This is an optimization exercise on Yosys and OpenROAD, whose aim is small area and a short achievable clock period, not a production implementation.
The RTL was checked by simulation tests, not by an equivalence proof against the original design.
No driver is modelled on the clock port, so clocking that relies on it looks cheaper here than on a real chip.
Power is estimated from default activity; no workload was simulated.

==> flow/design.v (excerpt) <==
module adc_to_vga(clock, reset, ADC_CS_N, ADC_DIN, ADC_SCLK, ADC_DOUT, vga_R, vga_G,
vga_B, vga_clk, vga_blank, vga_sync, vga_h_sync, vga_v_sync, dalgalar, a_sayisi);
	output [7:0] vga_R, vga_G, vga_B;
	output wire vga_clk, vga_blank, vga_sync, vga_h_sync, vga_v_sync;
	input clock, reset;
	input [1:0] a_sayisi, dalgalar;
	output wire ADC_CS_N;          
	output wire ADC_DIN;           
	output wire ADC_SCLK;          
	input ADC_DOUT;                
	wire [11:0] serial_parallel_data;
	wire [11:0] next_data;
	wire late28, late27;
	wire [11:0] signal_amp;
	wire [11:0] signal_offset;
	wire [19:0] win_f;
	wire [14:0] freq_bcd;
ADC system_1(.clock(clock), .reset(reset), .ADC_CS_N(ADC_CS_N), .ADC_DIN(ADC_DIN), .ADC_SCLK(ADC_SCLK), .ADC_DOUT(ADC_DOUT),
	.serial_parallel_data(serial_parallel_data), .data(next_data), .late28(late28), .late27(late27));
magnitude system_2(.voltage(serial_parallel_data), .clk(clock), .reset(reset), .win_f(win_f), .dc_offset(signal_offset), .amp(signal_amp));
frequency system_3(.clk(clock), .reset(reset), .data(serial_parallel_data), .mean(signal_offset), .next_data(next_data),
  ...
Size in the first run: about 2700 cells after synthesis, roughly 290 flip-flops, roughly 23000 sq um of cells after synthesis.
==> flow/config.mk <==
export PLATFORM = sky130hd
export DESIGN_NAME = adc_to_vga
export DESIGN_NICKNAME = adc_to_vga
export VERILOG_FILES = /design/flow/design.v
export SDC_FILE = /design/flow/constraint.sdc
export NUM_CORES = 4
export LEC_CHECK = 0
export CAP_MARGIN = 20
export CORE_MARGIN = 2
export CORE_UTILIZATION = 40
export GPL_TIMING_DRIVEN = 0
export SLEW_MARGIN = 20
==> flow/constraint.sdc <==
create_clock -name core_clock -period 120.0 [get_ports {clock}]
set_input_delay 24.0000 -clock core_clock [delete_from_list [all_inputs] [get_ports {clock}]]
set_output_delay 24.0000 -clock core_clock [all_outputs]
set_load 0.01 [all_outputs]
standard.sh (not shown) runs the stock make flow with config.mk's settings and CLKGATE_MAP_FILE= SYNTH_SCRIPT=/design/flow/synth_recipe.tcl, a recipe that flattens the netlist after the stock synthesis.
==> flow/flow/run.sh <==
#!/bin/bash
# Layout: the standard ORFS flow (standard.sh, unchanged synthesis) with
# these ORFS variables changed:
#  - REMOVE_ABC_BUFFERS=1: floorplan removes the buffers synthesis inserted;
#    with the 120 ns clock they have nothing to do, and repair_design puts
#    back the ones that slew, capacitance or fanout need.
#  - ports are buffered with sky130_fd_sc_hd__buf_2 instead of the delay cell
#    buffer_ports picks by default.
#  - RECOVER_POWER=100: after global routing, cells on paths with slack are
#    made smaller.
#  - clock tree: no dummy loads, clkbuf_4/clkbuf_8 buffers, larger sink
#    clusters.
# Each tool's log is in orfs/logs/; make's own output goes to standard.log.
set -euo pipefail
export REMOVE_ABC_BUFFERS=1
export RECOVER_POWER=100
export BUFFER_PORTS_ARGS="-buffer_cell sky130_fd_sc_hd__buf_2"
export CTS_ARGS="-sink_clustering_enable -repair_clock_nets -dont_use_dummy_load -sink_clustering_size 15 -sink_clustering_max_diameter 80 -buf_list {sky130_fd_sc_hd__clkbuf_8}"
bash standard.sh > standard.log 2>&1
The first run completed and failed the layout checks on max-capacitance violations, max-slew violations.
Rerun with:
--- a/flow/flow/run.sh
+++ b/flow/flow/run.sh
@@ -7,12 +7,9 @@
 #  - ports are buffered with sky130_fd_sc_hd__buf_2 instead of the delay cell
 #    buffer_ports picks by default.
-#  - RECOVER_POWER=100: after global routing, cells on paths with slack are
-#    made smaller.
-#  - clock tree: no dummy loads, clkbuf_4/clkbuf_8 buffers, larger sink
-#    clusters.
+#  - clock tree: no dummy loads, clkbuf_8 buffers, sink clusters of up to
+#    15 flip-flops within 80 um.
 # Each tool's log is in orfs/logs/; make's own output goes to standard.log.
 set -euo pipefail
 export REMOVE_ABC_BUFFERS=1
-export RECOVER_POWER=100
 export BUFFER_PORTS_ARGS="-buffer_cell sky130_fd_sc_hd__buf_2"
 export CTS_ARGS="-sink_clustering_enable -repair_clock_nets -dont_use_dummy_load -sink_clustering_size 15 -sink_clustering_max_diameter 80 -buf_list {sky130_fd_sc_hd__clkbuf_8}"
The new run went through all stages and came out clean. Die area is unchanged. Synthesized cell count does not change. Register-to-register slack gains 70 ps. Non-clock buffer count does not change. Cell count does not change. Final area grows by 0.72%.
Rerun with:
--- a/flow/flow/run.sh
+++ b/flow/flow/run.sh
@@ -9,8 +9,13 @@
 #  - clock tree: no dummy loads, clkbuf_8 buffers, sink clusters of up to
 #    15 flip-flops within 80 um.
-# Each tool's log is in orfs/logs/; make's own output goes to standard.log.
+# After clock tree synthesis, flow/upsize.tcl gives the flip-flops that drive
+# the colour outputs a stronger drive; then the standard flow continues.
+# make's output goes to standard_cts.log and standard.log, OpenROAD's for the
+# upsizing to upsize.log; each ORFS step's log is in orfs/logs/.
 set -euo pipefail
 export REMOVE_ABC_BUFFERS=1
 export BUFFER_PORTS_ARGS="-buffer_cell sky130_fd_sc_hd__buf_2"
 export CTS_ARGS="-sink_clustering_enable -repair_clock_nets -dont_use_dummy_load -sink_clustering_size 15 -sink_clustering_max_diameter 80 -buf_list {sky130_fd_sc_hd__clkbuf_8}"
+bash standard.sh cts > standard_cts.log 2>&1
+openroad -no_init -exit flow/upsize.tcl > upsize.log 2>&1
 bash standard.sh > standard.log 2>&1
==> flow/flow/upsize.tcl (new file) <==
# Give the three flip-flops that drive the 24 colour outputs (8 output
# buffers each) the strongest drive of their cell type, then legalize.
read_db orfs/results/sky130hd/adc_to_vga/base/4_cts.odb
set db [ord::get_db]
set block [ord::get_db_block]
set m4 [$db findMaster sky130_fd_sc_hd__dfxtp_4]
foreach inst [$block getInsts] {
  set n [$inst getName]
  if {[regexp {^system_4\.[rgb]_out\$} $n] && [[$inst getMaster] getName] == "sky130_fd_sc_hd__dfxtp_1"} {
    puts "upsizing $n"
    $inst swapMaster $m4
  }
}
detailed_placement
check_placement -verbose
write_db orfs/results/sky130hd/adc_to_vga/base/4_cts.odb
- The new run passed the timing, design-rule and antenna checks
- count of clock-buffer cells in the layout stays the same
- wire length is about the same
- global-route usage barely changes
- setup slack is better by 64 ps
- sequential share of layout area hardly moves
- critical path depth is unchanged
- hold slack barely changes
- via count stays flat
Rerun with:
==> flow/flow/run.sh (replaced) <==
#!/bin/bash
# Layout: the standard ORFS flow (standard.sh, unchanged synthesis) with
# these ORFS variables changed:
#  - REMOVE_ABC_BUFFERS=1: floorplan removes the buffers synthesis inserted;
#    with the 120 ns clock they have nothing to do, and repair_design puts
#    back the ones that slew, capacitance or fanout need.
#  - ports are buffered with sky130_fd_sc_hd__buf_2 instead of the delay cell
#    buffer_ports picks by default.
#  - clock tree: no dummy loads, clkbuf_4/clkbuf_8 buffers, larger sink
#    clusters.
# Each tool's log is in orfs/logs/; make's own output goes to standard.log.
set -euo pipefail
export REMOVE_ABC_BUFFERS=1
export BUFFER_PORTS_ARGS="-buffer_cell sky130_fd_sc_hd__buf_2"
export CTS_ARGS="-sink_clustering_enable -repair_clock_nets -dont_use_dummy_load -sink_clustering_size 15 -sink_clustering_max_diameter 80 -buf_list {sky130_fd_sc_hd__clkbuf_8}"
bash standard.sh > standard.log 2>&1
removed: flow/flow/upsize.tcl
Non-clock buffer count does not change; flip-flop and latch count stays the same; worst setup slack gets worse by 64 ps; routed wire length hardly moves; die area stays the same; worst hold slack is about the same; core utilization hardly moves; register-to-register slack gains 50 ps; cell area barely changes.

* * *

adc_to_vga, a different RTL version from the one above (not shown whole).
Size: roughly 290 flip-flops, about 39 I/O pins, ~23,000 um2 of cells after synthesis.
clock: 120.0 ns
lec_check: 0
cap_margin: 20
core_margin: 2
core_utilization: 40
gpl_timing_driven: 0
slew_margin: 20
==> flow/flow/run.sh <==
#!/bin/bash
# Layout: the standard ORFS flow (standard.sh, unchanged synthesis) with
# these ORFS variables changed:
#  - REMOVE_ABC_BUFFERS=1: floorplan removes the buffers synthesis inserted;
#    with the 120 ns clock they have nothing to do, and repair_design puts
#    back the ones that slew, capacitance or fanout need.
#  - ports are buffered with sky130_fd_sc_hd__buf_2 instead of the delay cell
#    buffer_ports picks by default.
#  - clock tree: no dummy loads, clkbuf_4/clkbuf_8 buffers.
# Each tool's log is in orfs/logs/; make's own output goes to standard.log.
set -euo pipefail
export REMOVE_ABC_BUFFERS=1
export BUFFER_PORTS_ARGS="-buffer_cell sky130_fd_sc_hd__buf_2"
export CTS_ARGS="-sink_clustering_enable -repair_clock_nets -dont_use_dummy_load -buf_list {sky130_fd_sc_hd__clkbuf_4 sky130_fd_sc_hd__clkbuf_8}"
bash standard.sh > standard.log 2>&1
The starting point finished with timing, DRC and antenna clean.
Then changed:
==> flow/run.sh (new file) <==
#!/bin/bash
# synth_recipe.tcl (not shown) runs the flow's synth.tcl, then flattens the netlist and writes it again
# the make line also repeats each setting of config.mk as NAME=value (left out here)
make -C /OpenROAD-flow-scripts/flow DESIGN_CONFIG=/design/flow/config.mk WORK_HOME=/design/flow/orfs CLKGATE_MAP_FILE= SYNTH_SCRIPT=/design/flow/synth_recipe.tcl finish
- GPL_TIMING_DRIVEN: 0 -> not set
removed: flow/flow/run.sh
removed: flow/standard.sh
=>
- The new run completed with no timing, DRC or antenna violations
- setup slack degrades by 0.30 ns
- combinational power stays flat
- via count goes up by 0.42%
- die area does not change
- hold slack stays flat
- cell count grows by 0.72%
- cell area rises by 2.4%

* * *

## Q
adc_to_vga, a different RTL version from the one above (not shown whole).
Size in the first run: ~2800 cells after synthesis, ~300 flip-flops, about 0.024 mm^2 of cells after synthesis.
clock: 120.0 ns
lec_check: 0
cap_margin: 20
core_margin: 2
core_utilization: 40
cts_buf_list: sky130_fd_sc_hd__clkbuf_4 sky130_fd_sc_hd__clkbuf_8
slew_margin: 20
run.sh (not shown) runs the stock make flow with config.mk's settings and CLKGATE_MAP_FILE= SYNTH_SCRIPT=/design/flow/synth_recipe.tcl, a recipe that flattens the netlist after the stock synthesis.
Stock flow here: none of the scripts above is used.
Q: all stages complete, timing, DRC and antenna checks passed
> inputs changed (Q -> R)
Settings: removing CTS_BUF_LIST (formerly sky130_fd_sc_hd__clkbuf_4 sky130_fd_sc_hd__clkbuf_8).
Findings:
Re weighted congestion at the end of routability-driven global placement: no difference whatsoever between R and Q. Fmax: Q vs R — no meaningful difference. Changes observed in R relative to Q: total number of vias shrank by 0.74%; final-stage net count shrank by about 0.6%; fraction of power consumed by combinational cells shrank by 1.3 points. R against Q: final-layout clock buffer total went down 38; clock group share of total power went up 1.6 points; setup slack went down 12 ps; cell area went up 0.40%.

* * *

## lagoon
Another version of the RTL of adc_to_vga (not shown whole).
For scale: ~290 flip-flops, roughly 39 I/O pins, about 23000 um^2 of cells after synthesis.
export LEC_CHECK = 0
export CAP_MARGIN = 20
export CORE_MARGIN = 2
export CORE_UTILIZATION = 60
export GPL_TIMING_DRIVEN = 0
export SLEW_MARGIN = 20
create_clock -name core_clock -period 120.0 [get_ports {clock}]
standard.sh (not shown) runs the stock make flow with config.mk's settings and CLKGATE_MAP_FILE= SYNTH_SCRIPT=/design/flow/synth_recipe.tcl, a recipe that flattens the netlist after the stock synthesis.
==> flow/flow/run.sh <==
#!/bin/bash
# Layout: the standard ORFS flow (standard.sh, unchanged synthesis) with
# these ORFS variables changed:
#  - REMOVE_ABC_BUFFERS=1: floorplan removes the buffers synthesis inserted;
#    with the 120 ns clock they have nothing to do, and repair_design puts
#    back the ones that slew, capacitance or fanout need.
#  - ports are buffered with sky130_fd_sc_hd__buf_2 instead of the delay cell
#    buffer_ports picks by default.
#  - clock tree: no dummy loads, clkbuf_4/clkbuf_8 buffers, larger sink
#    clusters.
# Each tool's log is in orfs/logs/; make's own output goes to standard.log.
set -euo pipefail
export REMOVE_ABC_BUFFERS=1
export BUFFER_PORTS_ARGS="-buffer_cell sky130_fd_sc_hd__buf_2"
export CTS_ARGS="-sink_clustering_enable -repair_clock_nets -dont_use_dummy_load -sink_clustering_size 20 -sink_clustering_max_diameter 80 -buf_list {sky130_fd_sc_hd__clkbuf_8 sky130_fd_sc_hd__clkbuf_16}"
bash standard.sh > standard.log 2>&1
lagoon: done, clean on timing, DRC and antenna
diff inputs: lagoon => garnet
# lagoon
export LEC_CHECK = 0
export CAP_MARGIN = 20
export CORE_MARGIN = 2
export CORE_UTILIZATION = 60
export GPL_TIMING_DRIVEN = 0
export SLEW_MARGIN = 20
create_clock -name core_clock -period 120.0 [get_ports {clock}]
# garnet
export LEC_CHECK = 0
export CAP_MARGIN = 20
export CORE_MARGIN = 2
export CORE_UTILIZATION = 40
export GPL_TIMING_DRIVEN = 0
export SLEW_MARGIN = 20
create_clock -name core_clock -period 120.0 [get_ports {clock}]
-- flow/flow/run.sh --
<<< lagoon, line 14
export BUFFER_PORTS_ARGS="-buffer_cell sky130_fd_sc_hd__buf_2"
export CTS_ARGS="-sink_clustering_enable -repair_clock_nets -dont_use_dummy_load -sink_clustering_size 20 -sink_clustering_max_diameter 80 -buf_list {sky130_fd_sc_hd__clkbuf_8 sky130_fd_sc_hd__clkbuf_16}"
bash standard.sh > standard.log 2>&1
>>> garnet, line 14
export BUFFER_PORTS_ARGS="-buffer_cell sky130_fd_sc_hd__buf_2"
export CTS_ARGS="-sink_clustering_enable -repair_clock_nets -dont_use_dummy_load -sink_clustering_size 15 -sink_clustering_max_diameter 80 -buf_list {sky130_fd_sc_hd__clkbuf_8}"
bash standard.sh > standard.log 2>&1
Notes after the runs:
garnet went all the way through synthesis, placement and routing and the layout is clean on timing, DRC and antenna.
Peak per-stage delay on the critical path essentially unchanged between garnet and lagoon.
garnet against lagoon: clock buffer instance count of the final layout has increased; area of the core rose 19000 um^2; met1 track demand over resource in global routing moved down.
garnet and lagoon ended up with roughly the same hold slack.
Of lagoon and garnet, the higher core utilization belongs to lagoon.
Taking lagoon as the reference, in garnet slack of the critical path down 0.036 ns, tap cell count up 245, wire length up about 1%.

static timing again, ports no longer ideal:
No port has a modelled driver above. Below, the same layouts with a new extraction and two added sets of constraints. Step 1, drivers: a clkbuf_16 drives clock and a buf_2 each remaining input, both assumed. Step 2 also shifts input and output timing later by t, the mid clock arrival at the registers, as if the neighbouring blocks saw the same clock. Three values: ideal ports, drivers, drivers and shift; two values: the first two.
| run | shift t [ns] | slack for setup (ns) | hold WS [ns] | worst data-port slew with drivers (ns) | cell pins on the clock port's net |
|---|---|---|---|---|---|
| the first run of note 1 | 0.645 | 91.329 / 91.337 / 90.692 | 0.413 / 0.413 / 0.413 | 0.03 | 1 |
| the second run of note 1 | 0.644 | 94.777 / 94.722 / 94.455 | 0.411 / 0.411 / 0.411 | 0.04 | 1 |
| the third run of note 1 | 0.644 | 94.841 / 94.786 / 94.453 | 0.411 / 0.411 / 0.411 | 0.04 | 1 |
| the fourth run of note 1 | 0.644 | 94.777 / 94.722 / 94.455 | 0.411 / 0.411 / 0.411 | 0.04 | 1 |
| the first run of note 2 | 0.684 | 94.425 / 94.372 / 93.919 | 0.459 / 0.459 / 0.459 | 0.04 | 1 |
| the second run of note 2 | 0.606 | 94.128 / 94.073 / 93.654 | 0.458 / 0.458 / 0.458 | 0.03 | 1 |
| Q | 0.689 | 94.188 / 94.140 / 93.586 | 0.420 / 0.420 / 0.420 | 0.04 | 1 |
| R | 0.605 | 94.176 / 94.203 / 93.598 | 0.420 / 0.420 / 0.420 | 0.04 | 1 |
| lagoon | 0.603 | 94.831 / 94.775 / 94.285 | 0.417 / 0.417 / 0.417 | 0.05 | 1 |
| garnet | 0.641 | 94.795 / 94.738 / 94.279 | 0.419 / 0.419 / 0.419 | 0.05 | 1 |
For the first run of note 1, which loses most, drivers alone change the setup slack by +0.008 ns; drivers and shift together by -0.637 ns.
